Source: an optimization exercise on an open RTL-to-GDS flow (aim: a short achievable clock period and few clock cycles). Production flows keep margins and buffers that such runs may drop. RTL that was checked went through simulation tests only; none was proved equivalent to the original. Power and IR drop assume default switching activity.

==> 06-18 <==
==> flow/design.v <==
module CPU(
    input clk,
    input reset,
    input [31:0] idata,    
    output [31:0] iaddr,   
    input [31:0] drdata,   
    output [31:0] daddr,   
    output [31:0] dwdata,  
    output [3:0] we,       
    output [31:0] x31,
    output [31:0] pc
);
    reg  [29:0] pcf;                  
    assign iaddr = {pcf, 2'b00};
    assign pc    = {pcf, 2'b00};
    reg  [7:0]  btb_v;
    reg  [9:0]  btb_tag [0:7];
    reg  [29:0] btb_tgt [0:7];
    reg  [1:0]  btb_ctr [0:7];
    wire [2:0]  f_idx = pcf[2:0];
    wire [9:0]  f_tagv = pcf[12:3];
    wire [9:0]  f_tagr = btb_tag[f_idx];
    wire [29:0] f_tgtr = btb_tgt[f_idx];
    wire [1:0]  f_ctr  = btb_ctr[f_idx];
    wire        f_hit  = btb_v[f_idx] & (f_tagr == f_tagv);
    wire        f_take = f_hit & f_ctr[1];
    wire [29:0] f_pc1  = pcf + 30'd1;
    wire [29:0] f_npc  = f_take ? f_tgtr : f_pc1;
    wire        stall;                
    wire        redir;                
    wire        taken;
    wire        sfb_kill;             
    wire [29:0] pc_seq = stall ? pcf : f_npc;
    wire [29:0] pc_t, pc_nt;
    always @(posedge clk) begin
        if (reset) pcf <= 30'd0;
        else       pcf <= taken ? pc_t : pc_nt;
    end
    reg         dv;
    reg  [31:0] dir;
    reg  [29:0] dpc, dpnpc;
    reg         dhit;
    reg  [1:0]  dctr;
    always @(posedge clk) begin
        if (reset | redir) dv <= 1'b0;
        else if (!stall)   dv <= 1'b1;
        if (!stall) begin
            dir   <= idata;
            dpc   <= pcf;
            dpnpc <= f_npc;
            dhit  <= f_hit;
            dctr  <= f_ctr;
        end
    end
    wire [6:0] d_opc = dir[6:0];
    wire [2:0] d_f3  = dir[14:12];
    wire [4:0] d_rs1 = dir[19:15];
    wire [4:0] d_rs2 = dir[24:20];
    wire [4:0] d_rd  = dir[11:7];
    wire d_lui   = d_opc == 7'b0110111;
    wire d_auipc = d_opc == 7'b0010111;
    wire d_jal   = d_opc == 7'b1101111;
    wire d_jalr  = d_opc == 7'b1100111;
    wire d_br    = d_opc == 7'b1100011;
    wire d_ld    = d_opc == 7'b0000011;
    wire d_st    = d_opc == 7'b0100011;
    wire d_opi   = d_opc == 7'b0010011;
    wire d_op    = d_opc == 7'b0110011;
    wire d_use1  = ~(d_lui | d_auipc | d_jal);
    wire d_use2  = d_br | d_st | d_op;
    wire d_wen   = (d_lui | d_auipc | d_jal | d_jalr | d_ld | d_opi | d_op) & (d_rd != 5'd0);
    wire [31:0] immI = {{20{dir[31]}}, dir[31:20]};
    wire [31:0] immS = {{20{dir[31]}}, dir[31:25], dir[11:7]};
    wire [31:0] immB = {{19{dir[31]}}, dir[31], dir[7], dir[30:25], dir[11:8], 1'b0};
    wire [31:0] immU = {dir[31:12], 12'b0};
    wire [31:0] immJ = {{11{dir[31]}}, dir[31], dir[19:12], dir[20], dir[30:21], 1'b0};
    wire [29:0] d_pc1  = dpc + 30'd1;
    wire [31:0] d_boff = d_jal ? immJ : immB;
    wire [29:0] d_tgt  = dpc + d_boff[31:2];
    wire        d_okt  = dpnpc == d_tgt;
    wire        d_oknt = dpnpc == d_pc1;
    wire        d_sfb  = d_br & (immB == 32'd8);
    wire [31:0] d_auipcv = {dpc, 2'b00} + immU;
    wire [31:0] d_cval = d_lui ? immU : d_auipc ? d_auipcv : {d_pc1, 2'b00};
    wire d_alu   = d_opi | d_op;
    wire d_sub   = d_op & dir[30];
    wire s_add   = d_alu & (d_f3 == 3'd0) & ~d_sub;
    wire s_sub   = d_alu & (d_f3 == 3'd0) &  d_sub;
    wire s_sll   = d_alu & (d_f3 == 3'd1);
    wire s_slt   = d_alu & (d_f3 == 3'd2);
    wire s_sltu  = d_alu & (d_f3 == 3'd3);
    wire s_xor   = d_alu & (d_f3 == 3'd4);
    wire s_srl   = d_alu & (d_f3 == 3'd5);
    wire s_or    = d_alu & (d_f3 == 3'd6);
    wire s_and   = d_alu & (d_f3 == 3'd7);
    wire s_const = d_lui | d_auipc | d_jal | d_jalr;
    reg  [31:0] rf [1:31];
    reg         wwen;
    reg  [4:0]  wrd;
    reg  [31:0] wval;
    wire [31:0] rf1 = (d_rs1 == 5'd0) ? 32'd0 : rf[d_rs1];
    wire [31:0] rf2 = (d_rs2 == 5'd0) ? 32'd0 : rf[d_rs2];
    wire [31:0] d_rv1 = (wwen && wrd == d_rs1) ? wval : rf1;
    wire [31:0] d_rv2 = (wwen && wrd == d_rs2) ? wval : rf2;
    reg         ev, ewen, eld, est, ebr, ejal, ejalr, esfb, esfbk, emt, emnt, esmis, ehit;
    reg  [4:0]  erd;
    reg  [2:0]  ef3;
    reg  [31:0] erv1, erv2, eop2, ecval;
    reg         es_add, es_sub, es_sll, es_slt, es_sltu, es_xor, es_srl, es_or, es_and, es_const, esra;
    reg  [29:0] epc1, etgt;
    reg  [12:0] epcl;
    reg  [1:0]  ectr;
    reg         mwen, mld;
    reg  [4:0]  mrd;
    reg  [2:0]  mf3;
    reg  [31:0] mres;
    wire [31:0] e_res;
    wire [31:0] m_wnext;
    wire d_f1e = ewen & (erd == d_rs1);
    wire d_f1m = mwen & (mrd == d_rs1);
    wire d_f2e = ewen & (erd == d_rs2);
    wire d_f2m = mwen & (mrd == d_rs2);
    wire [31:0] d_fv1 = d_f1e ? e_res : d_f1m ? m_wnext : d_rv1;
    wire [31:0] d_fv2 = d_f2e ? e_res : d_f2m ? m_wnext : d_rv2;
    assign stall = dv & eld & ewen & ((d_use1 & (d_rs1 == erd)) | (d_use2 & (d_rs2 == erd)));
    wire d_adv = dv & ~stall & ~redir & ~sfb_kill;
    always @(posedge clk) begin
        ev    <= ~reset & d_adv;
        ewen  <= ~reset & d_adv & d_wen;
        eld   <= d_ld;
        est   <= d_st;
        ebr   <= d_br;
        ejal  <= d_jal;
        ejalr <= d_jalr;
        erd   <= d_rd;
        ef3   <= d_f3;
        erv1  <= d_fv1;
        erv2  <= d_fv2;
        eop2  <= (d_op | d_br) ? d_fv2 : d_st ? immS : immI;
        ecval <= d_cval;
        es_add <= s_add; es_sub <= s_sub; es_sll <= s_sll; es_slt <= s_slt; es_sltu <= s_sltu;
        es_xor <= s_xor; es_srl <= s_srl; es_or <= s_or; es_and <= s_and; es_const <= s_const;
        esra  <= dir[30];
        epc1  <= d_pc1;
        etgt  <= d_tgt;
        epcl  <= dpc[12:0];
        ehit  <= dhit;
        ectr  <= dctr;
        esfb  <= d_sfb;
        esfbk <= d_sfb & d_oknt;
        emt   <= ~d_okt & ~(d_sfb & d_oknt);
        emnt  <= ~d_oknt;
        esmis <= d_jalr | (d_jal & ~d_okt) | (~d_jal & ~d_oknt);
    end
    wire [31:0] A = erv1;
    wire [31:0] B = erv2;
    wire [31:0] op2 = eop2;
    wire [31:0] e_add = A + op2;
    wire [31:0] e_sub = A - op2;
    wire        e_sltu = A < op2;
    wire        e_slt  = $signed(A) < $signed(op2);
    wire [31:0] e_sll = A << op2[4:0];
    wire [31:0] e_sr  = $signed({esra & A[31], A}) >>> op2[4:0];
    assign e_res = ({32{es_add}}   & e_add)
                      | ({32{es_sub}}   & e_sub)
                      | ({32{es_slt}}   & {31'd0, e_slt})
                      | ({32{es_sltu}}  & {31'd0, e_sltu})
                      | ({32{es_xor}}   & (A ^ op2))
                      | ({32{es_or}}    & (A | op2))
                      | ({32{es_and}}   & (A & op2))
                      | ({32{es_sll}}   & e_sll)
                      | ({32{es_srl}}   & e_sr)
                      | ({32{es_const}} & ecval);
    wire b_eq  = A == B;
    wire b_ltu = A < B;
    wire b_lt  = $signed(A) < $signed(B);
    assign taken = (ef3[2] ? (ef3[1] ? b_ltu : b_lt) : b_eq) ^ ef3[0];
    wire shadow_ok = dv & d_oknt;
    assign redir = ev & (ebr ? (taken ? (emt | (esfbk & ~shadow_ok)) : emnt) : esmis);
    assign sfb_kill = ev & ebr & taken & esfbk & shadow_ok;
    wire red_t  = ev & ebr & (emt | (esfbk & ~shadow_ok));
    wire red_nt = ev & ebr & emnt;
    wire red_s  = ev & ~ebr & esmis;
    wire [29:0] pc_s = ejalr ? e_add[31:2] : ejal ? etgt : epc1;
    assign pc_t  = red_s ? pc_s : red_t  ? etgt : pc_seq;
    assign pc_nt = red_s ? pc_s : red_nt ? epc1 : pc_seq;
    wire        e_btrk = ev & ((ebr & ~esfb) | ejal);
    reg         u_we, u_v;
    reg  [2:0]  u_idx;
    reg  [9:0]  u_tag;
    reg  [29:0] u_tgt;
    reg  [1:0]  u_ctr;
    wire        e_tk = ejal | taken;
    wire [1:0]  e_inc = (ectr == 2'd3) ? 2'd3 : ectr + 2'd1;
    wire [1:0]  e_dec = (ectr == 2'd0) ? 2'd0 : ectr - 2'd1;
    always @(posedge clk) begin
        u_idx <= epcl[2:0];
        u_tag <= epcl[12:3];
        u_tgt <= etgt;
        if (reset) begin
            u_we <= 1'b0;
        end else if (e_btrk & ehit) begin
            u_we <= 1'b1; u_v <= 1'b1; u_ctr <= e_tk ? e_inc : e_dec;
        end else if (e_btrk & e_tk) begin
            u_we <= 1'b1; u_v <= 1'b1; u_ctr <= ejal ? 2'd3 : 2'd2;
        end else if (ev & ehit & ~(ebr | ejal)) begin
            u_we <= 1'b1; u_v <= 1'b0; u_ctr <= 2'd0;
        end else begin
            u_we <= 1'b0;
        end
    end
    always @(posedge clk) begin
        if (reset) btb_v <= 8'd0;
        else if (u_we) btb_v[u_idx] <= u_v;
        if (u_we) begin
            btb_tag[u_idx] <= u_tag;
            btb_tgt[u_idx] <= u_tgt;
            btb_ctr[u_idx] <= u_ctr;
        end
    end
    reg [31:0] daddr_r, dwdata_r;
    reg [3:0]  we_r;
    assign daddr = daddr_r;
    assign dwdata = dwdata_r;
    assign we = we_r;
    always @(posedge clk) begin
        daddr_r  <= e_add;
        dwdata_r <= ef3[1] ? B : ef3[0] ? {2{B[15:0]}} : {4{B[7:0]}};
        if (reset | ~ev | ~est) we_r <= 4'd0;
        else we_r <= ef3[1] ? 4'b1111 : ef3[0] ? (e_add[1] ? 4'b1100 : 4'b0011)
                                               : (4'b0001 << e_add[1:0]);
        mwen <= ~reset & ewen;
        mld  <= eld;
        mrd  <= erd;
        mf3  <= ef3;
        mres <= e_res;
    end
    wire [1:0]  m_a = daddr_r[1:0];
    wire [15:0] m_h = m_a[1] ? drdata[31:16] : drdata[15:0];
    wire [7:0]  m_b = m_a[0] ? m_h[15:8] : m_h[7:0];
    wire [31:0] m_ld = mf3[1] ? drdata :
                       mf3[0] ? {{16{~mf3[2] & m_h[15]}}, m_h} :
                                {{24{~mf3[2] & m_b[7]}}, m_b};
    assign m_wnext = mld ? m_ld : mres;
    always @(posedge clk) begin
        wwen <= ~reset & mwen;
        wrd  <= mrd;
        wval <= m_wnext;
    end
    always @(posedge clk) begin
        if (wwen) rf[wrd] <= wval;
    end
    assign x31 = rf[31];
endmodule
==> flow/flow/run.sh <==
#!/bin/bash
# Standard ORFS layout (the standard.sh, unchanged synthesis), with repair_timing asked to
# keep a larger setup margin so that the achieved period, not just the 10 ns clock, is optimised.
set -euo pipefail
MARGIN=$(cat flow/margin.txt)
bash standard.sh SETUP_SLACK_MARGIN=$MARGIN finish > orfs_make.log 2>&1
==> flow/flow/margin.txt <==
6.6
==> flow/standard.sh <==
#!/bin/bash
# synth_recipe.tcl (not shown) runs the flow's synth.tcl, then flattens the netlist and writes it again
# the make line also repeats each setting of config.mk as NAME=value (left out here)
make -C /OpenROAD-flow-scripts/flow DESIGN_CONFIG=/design/flow/config.mk WORK_HOME=/design/flow/orfs CLKGATE_MAP_FILE= SYNTH_SCRIPT=/design/flow/synth_recipe.tcl "${@:-finish}"
==> flow/config.mk <==
export PLATFORM = sky130hd
export DESIGN_NAME = CPU
export DESIGN_NICKNAME = CPU
export VERILOG_FILES = /design/flow/design.v
export SDC_FILE = /design/flow/constraint.sdc
export NUM_CORES = 4
export LEC_CHECK = 0
export ABC_CLOCK_PERIOD_IN_PS = 3000
export CAP_MARGIN = 20
export CORE_MARGIN = 2
export CORE_UTILIZATION = 40
export PLACE_DENSITY = 0.6
export SLEW_MARGIN = 20
==> flow/constraint.sdc <==
create_clock -name core_clock -period 10.0 [get_ports {clk}]
set_input_delay 2.0000 -clock core_clock [delete_from_list [all_inputs] [get_ports {clk}]]
set_output_delay 2.0000 -clock core_clock [all_outputs]
set_load 0.01 [all_outputs]
==> 07-09: changes against 06-18 <==
--- a/flow/design.v
+++ b/flow/design.v
@@ -11,19 +11,29 @@
     output [31:0] pc
 );
     reg  [29:0] pcf;                  
-    assign iaddr = {pcf, 2'b00};
-    assign pc    = {pcf, 2'b00};
+    reg  [29:0] pco;                  
+    assign iaddr = {pco, 2'b00};
+    assign pc    = {pco, 2'b00};
     reg  [7:0]  btb_v;
-    reg  [9:0]  btb_tag [0:7];
+    reg  [6:0]  btb_tag [0:7];
     reg  [29:0] btb_tgt [0:7];
     reg  [1:0]  btb_ctr [0:7];
     wire [2:0]  f_idx = pcf[2:0];
-    wire [9:0]  f_tagv = pcf[12:3];
-    wire [9:0]  f_tagr = btb_tag[f_idx];
+    reg  [7:0]  f_match;
+    integer k;
+    always @* begin
+        for (k = 0; k < 8; k = k + 1)
+            f_match[k] = btb_v[k] & (f_idx == k) & (btb_tag[k] == pcf[9:3]);
+    end
+    reg  [7:0]  f_ctrhi;
+    always @* begin
+        for (k = 0; k < 8; k = k + 1)
+            f_ctrhi[k] = btb_ctr[k][1];
+    end
     wire [29:0] f_tgtr = btb_tgt[f_idx];
     wire [1:0]  f_ctr  = btb_ctr[f_idx];
-    wire        f_hit  = btb_v[f_idx] & (f_tagr == f_tagv);
-    wire        f_take = f_hit & f_ctr[1];
+    wire        f_hit  = |f_match;
+    wire        f_take = |(f_match & f_ctrhi);
     wire [29:0] f_pc1  = pcf + 30'd1;
     wire [29:0] f_npc  = f_take ? f_tgtr : f_pc1;
     wire        stall;                
@@ -32,14 +42,20 @@
     wire        sfb_kill;             
     wire [29:0] pc_seq = stall ? pcf : f_npc;
     wire [29:0] pc_t, pc_nt;
+    wire [29:0] pc_next = taken ? pc_t : pc_nt;
     always @(posedge clk) begin
         if (reset) pcf <= 30'd0;
-        else       pcf <= taken ? pc_t : pc_nt;
-    end
+        else       pcf <= pc_next;
+    end
+    always @(posedge clk) pco <= pc_next & {30{~reset}};
     reg         dv;
     reg  [31:0] dir;
     reg  [29:0] dpc, dpnpc;
-    reg         dhit;
+    reg         dhit, dtake;
+    reg  [29:0] doff;                 
+    wire [31:0] f_immB = {{19{idata[31]}}, idata[31], idata[7], idata[30:25], idata[11:8], 1'b0};
+    wire [31:0] f_immJ = {{11{idata[31]}}, idata[31], idata[19:12], idata[20], idata[30:21], 1'b0};
+    wire [31:0] f_off  = idata[2] ? f_immJ : f_immB;
     reg  [1:0]  dctr;
     always @(posedge clk) begin
         if (reset | redir) dv <= 1'b0;
@@ -49,6 +65,8 @@
             dpc   <= pcf;
             dpnpc <= f_npc;
             dhit  <= f_hit;
+            dtake <= f_take;
+            doff  <= f_off[31:2];
             dctr  <= f_ctr;
         end
     end
@@ -75,10 +93,7 @@
     wire [31:0] immU = {dir[31:12], 12'b0};
     wire [31:0] immJ = {{11{dir[31]}}, dir[31], dir[19:12], dir[20], dir[30:21], 1'b0};
     wire [29:0] d_pc1  = dpc + 30'd1;
-    wire [31:0] d_boff = d_jal ? immJ : immB;
-    wire [29:0] d_tgt  = dpc + d_boff[31:2];
-    wire        d_okt  = dpnpc == d_tgt;
-    wire        d_oknt = dpnpc == d_pc1;
+    wire [29:0] d_tgt  = dpc + doff;
     wire        d_sfb  = d_br & (immB == 32'd8);
     wire [31:0] d_auipcv = {dpc, 2'b00} + immU;
     wire [31:0] d_cval = d_lui ? immU : d_auipc ? d_auipcv : {d_pc1, 2'b00};
@@ -102,13 +117,13 @@
     wire [31:0] rf2 = (d_rs2 == 5'd0) ? 32'd0 : rf[d_rs2];
     wire [31:0] d_rv1 = (wwen && wrd == d_rs1) ? wval : rf1;
     wire [31:0] d_rv2 = (wwen && wrd == d_rs2) ? wval : rf2;
-    reg         ev, ewen, eld, est, ebr, ejal, ejalr, esfb, esfbk, emt, emnt, esmis, ehit;
+    reg         ev, ewen, eld, est, ebr, ejal, ejalr, esfb, ehit;
     reg  [4:0]  erd;
     reg  [2:0]  ef3;
     reg  [31:0] erv1, erv2, eop2, ecval;
     reg         es_add, es_sub, es_sll, es_slt, es_sltu, es_xor, es_srl, es_or, es_and, es_const, esra;
-    reg  [29:0] epc1, etgt;
-    reg  [12:0] epcl;
+    reg  [29:0] epc1, etgt, epnpc;
+    reg  [9:0]  epcl;
     reg  [1:0]  ectr;
     reg         mwen, mld;
     reg  [4:0]  mrd;
@@ -143,14 +158,11 @@
         esra  <= dir[30];
         epc1  <= d_pc1;
         etgt  <= d_tgt;
-        epcl  <= dpc[12:0];
+        epcl  <= dpc[9:0];
         ehit  <= dhit;
         ectr  <= dctr;
+        epnpc <= dpnpc;
         esfb  <= d_sfb;
-        esfbk <= d_sfb & d_oknt;
-        emt   <= ~d_okt & ~(d_sfb & d_oknt);
-        emnt  <= ~d_oknt;
-        esmis <= d_jalr | (d_jal & ~d_okt) | (~d_jal & ~d_oknt);
     end
     wire [31:0] A = erv1;
     wire [31:0] B = erv2;
@@ -175,19 +187,21 @@
     wire b_ltu = A < B;
     wire b_lt  = $signed(A) < $signed(B);
     assign taken = (ef3[2] ? (ef3[1] ? b_ltu : b_lt) : b_eq) ^ ef3[0];
-    wire shadow_ok = dv & d_oknt;
-    assign redir = ev & (ebr ? (taken ? (emt | (esfbk & ~shadow_ok)) : emnt) : esmis);
-    assign sfb_kill = ev & ebr & taken & esfbk & shadow_ok;
-    wire red_t  = ev & ebr & (emt | (esfbk & ~shadow_ok));
-    wire red_nt = ev & ebr & emnt;
-    wire red_s  = ev & ~ebr & esmis;
+    wire e_okt  = epnpc == etgt;
+    wire e_oknt = epnpc == epc1;
+    wire e_sfbk = esfb & e_oknt & dv & ~dtake;
+    wire red_t  = ev & ebr & ~e_okt & ~e_sfbk;
+    wire red_nt = ev & ebr & ~e_oknt;
+    wire red_s  = ev & ~ebr & (ejalr | (ejal ? ~e_okt : ~e_oknt));
+    assign redir = taken ? (red_t | red_s) : (red_nt | red_s);
+    assign sfb_kill = ev & ebr & taken & e_sfbk;
     wire [29:0] pc_s = ejalr ? e_add[31:2] : ejal ? etgt : epc1;
     assign pc_t  = red_s ? pc_s : red_t  ? etgt : pc_seq;
     assign pc_nt = red_s ? pc_s : red_nt ? epc1 : pc_seq;
     wire        e_btrk = ev & ((ebr & ~esfb) | ejal);
     reg         u_we, u_v;
     reg  [2:0]  u_idx;
-    reg  [9:0]  u_tag;
+    reg  [6:0]  u_tag;
     reg  [29:0] u_tgt;
     reg  [1:0]  u_ctr;
     wire        e_tk = ejal | taken;
@@ -195,7 +209,7 @@
     wire [1:0]  e_dec = (ectr == 2'd0) ? 2'd0 : ectr - 2'd1;
     always @(posedge clk) begin
         u_idx <= epcl[2:0];
-        u_tag <= epcl[12:3];
+        u_tag <= epcl[9:3];
         u_tgt <= etgt;
         if (reset) begin
             u_we <= 1'b0;
@@ -250,5 +264,8 @@
     always @(posedge clk) begin
         if (wwen) rf[wrd] <= wval;
     end
-    assign x31 = rf[31];
+    reg [31:0] x31_r;
+    always @(posedge clk)
+        x31_r <= (mwen && mrd == 5'd31) ? m_wnext : (wwen && wrd == 5'd31) ? wval : rf[31];
+    assign x31 = x31_r;
 endmodule
==> flow/config.mk (replaced) <==
export PLATFORM = sky130hd
export DESIGN_NAME = CPU
export DESIGN_NICKNAME = CPU
export VERILOG_FILES = /design/flow/design.v
export SDC_FILE = /design/flow/constraint.sdc
export NUM_CORES = 4
export LEC_CHECK = 0
export ABC_CLOCK_PERIOD_IN_PS = 1000
export CAP_MARGIN = 20
export CORE_MARGIN = 2
export CORE_UTILIZATION = 55
export PLACE_DENSITY = 0.7
export SLEW_MARGIN = 20
==> 06-24: changes against 06-18 <==
--- a/flow/design.v
+++ b/flow/design.v
@@ -14,16 +14,25 @@
     assign iaddr = {pcf, 2'b00};
     assign pc    = {pcf, 2'b00};
     reg  [7:0]  btb_v;
-    reg  [9:0]  btb_tag [0:7];
+    reg  [6:0]  btb_tag [0:7];
     reg  [29:0] btb_tgt [0:7];
     reg  [1:0]  btb_ctr [0:7];
     wire [2:0]  f_idx = pcf[2:0];
-    wire [9:0]  f_tagv = pcf[12:3];
-    wire [9:0]  f_tagr = btb_tag[f_idx];
+    reg  [7:0]  f_match;
+    integer k;
+    always @* begin
+        for (k = 0; k < 8; k = k + 1)
+            f_match[k] = btb_v[k] & (f_idx == k) & (btb_tag[k] == pcf[9:3]);
+    end
+    reg  [7:0]  f_ctrhi;
+    always @* begin
+        for (k = 0; k < 8; k = k + 1)
+            f_ctrhi[k] = btb_ctr[k][1];
+    end
     wire [29:0] f_tgtr = btb_tgt[f_idx];
     wire [1:0]  f_ctr  = btb_ctr[f_idx];
-    wire        f_hit  = btb_v[f_idx] & (f_tagr == f_tagv);
-    wire        f_take = f_hit & f_ctr[1];
+    wire        f_hit  = |f_match;
+    wire        f_take = |(f_match & f_ctrhi);
     wire [29:0] f_pc1  = pcf + 30'd1;
     wire [29:0] f_npc  = f_take ? f_tgtr : f_pc1;
     wire        stall;                
@@ -39,7 +48,11 @@
     reg         dv;
     reg  [31:0] dir;
     reg  [29:0] dpc, dpnpc;
-    reg         dhit;
+    reg         dhit, dtake;
+    reg  [29:0] doff;                 
+    wire [31:0] f_immB = {{19{idata[31]}}, idata[31], idata[7], idata[30:25], idata[11:8], 1'b0};
+    wire [31:0] f_immJ = {{11{idata[31]}}, idata[31], idata[19:12], idata[20], idata[30:21], 1'b0};
+    wire [31:0] f_off  = idata[2] ? f_immJ : f_immB;
     reg  [1:0]  dctr;
     always @(posedge clk) begin
         if (reset | redir) dv <= 1'b0;
@@ -49,6 +62,8 @@
             dpc   <= pcf;
             dpnpc <= f_npc;
             dhit  <= f_hit;
+            dtake <= f_take;
+            doff  <= f_off[31:2];
             dctr  <= f_ctr;
         end
     end
@@ -75,10 +90,7 @@
     wire [31:0] immU = {dir[31:12], 12'b0};
     wire [31:0] immJ = {{11{dir[31]}}, dir[31], dir[19:12], dir[20], dir[30:21], 1'b0};
     wire [29:0] d_pc1  = dpc + 30'd1;
-    wire [31:0] d_boff = d_jal ? immJ : immB;
-    wire [29:0] d_tgt  = dpc + d_boff[31:2];
-    wire        d_okt  = dpnpc == d_tgt;
-    wire        d_oknt = dpnpc == d_pc1;
+    wire [29:0] d_tgt  = dpc + doff;
     wire        d_sfb  = d_br & (immB == 32'd8);
     wire [31:0] d_auipcv = {dpc, 2'b00} + immU;
     wire [31:0] d_cval = d_lui ? immU : d_auipc ? d_auipcv : {d_pc1, 2'b00};
@@ -102,13 +114,13 @@
     wire [31:0] rf2 = (d_rs2 == 5'd0) ? 32'd0 : rf[d_rs2];
     wire [31:0] d_rv1 = (wwen && wrd == d_rs1) ? wval : rf1;
     wire [31:0] d_rv2 = (wwen && wrd == d_rs2) ? wval : rf2;
-    reg         ev, ewen, eld, est, ebr, ejal, ejalr, esfb, esfbk, emt, emnt, esmis, ehit;
+    reg         ev, ewen, eld, est, ebr, ejal, ejalr, esfb, ehit;
     reg  [4:0]  erd;
     reg  [2:0]  ef3;
     reg  [31:0] erv1, erv2, eop2, ecval;
     reg         es_add, es_sub, es_sll, es_slt, es_sltu, es_xor, es_srl, es_or, es_and, es_const, esra;
-    reg  [29:0] epc1, etgt;
-    reg  [12:0] epcl;
+    reg  [29:0] epc1, etgt, epnpc;
+    reg  [9:0]  epcl;
     reg  [1:0]  ectr;
     reg         mwen, mld;
     reg  [4:0]  mrd;
@@ -143,14 +155,11 @@
         esra  <= dir[30];
         epc1  <= d_pc1;
         etgt  <= d_tgt;
-        epcl  <= dpc[12:0];
+        epcl  <= dpc[9:0];
         ehit  <= dhit;
         ectr  <= dctr;
+        epnpc <= dpnpc;
         esfb  <= d_sfb;
-        esfbk <= d_sfb & d_oknt;
-        emt   <= ~d_okt & ~(d_sfb & d_oknt);
-        emnt  <= ~d_oknt;
-        esmis <= d_jalr | (d_jal & ~d_okt) | (~d_jal & ~d_oknt);
     end
     wire [31:0] A = erv1;
     wire [31:0] B = erv2;
@@ -175,19 +184,21 @@
     wire b_ltu = A < B;
     wire b_lt  = $signed(A) < $signed(B);
     assign taken = (ef3[2] ? (ef3[1] ? b_ltu : b_lt) : b_eq) ^ ef3[0];
-    wire shadow_ok = dv & d_oknt;
-    assign redir = ev & (ebr ? (taken ? (emt | (esfbk & ~shadow_ok)) : emnt) : esmis);
-    assign sfb_kill = ev & ebr & taken & esfbk & shadow_ok;
-    wire red_t  = ev & ebr & (emt | (esfbk & ~shadow_ok));
-    wire red_nt = ev & ebr & emnt;
-    wire red_s  = ev & ~ebr & esmis;
+    wire e_okt  = epnpc == etgt;
+    wire e_oknt = epnpc == epc1;
+    wire e_sfbk = esfb & e_oknt & dv & ~dtake;
+    wire red_t  = ev & ebr & ~e_okt & ~e_sfbk;
+    wire red_nt = ev & ebr & ~e_oknt;
+    wire red_s  = ev & ~ebr & (ejalr | (ejal ? ~e_okt : ~e_oknt));
+    assign redir = taken ? (red_t | red_s) : (red_nt | red_s);
+    assign sfb_kill = ev & ebr & taken & e_sfbk;
     wire [29:0] pc_s = ejalr ? e_add[31:2] : ejal ? etgt : epc1;
     assign pc_t  = red_s ? pc_s : red_t  ? etgt : pc_seq;
     assign pc_nt = red_s ? pc_s : red_nt ? epc1 : pc_seq;
     wire        e_btrk = ev & ((ebr & ~esfb) | ejal);
     reg         u_we, u_v;
     reg  [2:0]  u_idx;
-    reg  [9:0]  u_tag;
+    reg  [6:0]  u_tag;
     reg  [29:0] u_tgt;
     reg  [1:0]  u_ctr;
     wire        e_tk = ejal | taken;
@@ -195,7 +206,7 @@
     wire [1:0]  e_dec = (ectr == 2'd0) ? 2'd0 : ectr - 2'd1;
     always @(posedge clk) begin
         u_idx <= epcl[2:0];
-        u_tag <= epcl[12:3];
+        u_tag <= epcl[9:3];
         u_tgt <= etgt;
         if (reset) begin
             u_we <= 1'b0;
@@ -250,5 +261,7 @@
     always @(posedge clk) begin
         if (wwen) rf[wrd] <= wval;
     end
-    assign x31 = rf[31];
+    reg [31:0] x31_r;
+    always @(posedge clk) x31_r <= (wwen && wrd == 5'd31) ? wval : rf[31];
+    assign x31 = x31_r;
 endmodule
--- a/flow/config.mk
+++ b/flow/config.mk
@@ -5,7 +5,7 @@
 export SDC_FILE = /design/flow/constraint.sdc
 export NUM_CORES = 4
 export LEC_CHECK = 0
-export ABC_CLOCK_PERIOD_IN_PS = 3000
+export ABC_CLOCK_PERIOD_IN_PS = 1000
 export CAP_MARGIN = 20
 export CORE_MARGIN = 2
 export CORE_UTILIZATION = 40
==> comparison <==
Against 06-24, the sequential power of 07-09 is larger by about 1%.
Sequential share of layout area: 06-18 < 06-24 < 07-09.
Total power: 06-24 < 06-18 < 07-09.
Against 06-24, the critical path depth of 06-18 is higher by 19.
Non-clock buffer count: 07-09 < 06-24 < 06-18.
Testbench counts of 06-24, summed over its fixed seeds: cycles 463,251.
The RTL of 06-18 and 07-09 was laid out without a check of its function.

==> afterwards: timing with drivers on the ports <==
In the flow no input, the clock included, has a driving cell. The finished layouts below were timed again as built, in two steps. Step 1, drivers: a clkbuf_16 drives clk and a buf_2 each remaining input, both assumed. Step 2 times the ports against the registers' clock, not the clock port: input delays grow and output delays shrink by t, the midpoint of the rising clock arrivals with the driver on. Three values: ideal, step 1, step 2; two values: the first two.
run | shift t [ns] | setup WS [ns] | worst hold slack (ns) | worst setup path at the end | cell pins on the clock port's net
06-18 | 0.941 | 5.489 / 5.489 / 5.489 | 0.313 / 0.313 / 0.313 | register to register | 1
07-09 | 0.934 | 6.335 / 6.335 / 5.669 | 0.328 / 0.328 / 0.328 | input to register | 1
06-24 | 0.926 | 6.358 / 6.259 / 5.738 | 0.327 / 0.327 / 0.327 | input to register | 1
After both steps every run listed still meets setup and hold. For 07-09, which loses most, drivers alone change the setup slack by 0.000 ns; drivers and shift together by -0.666 ns.
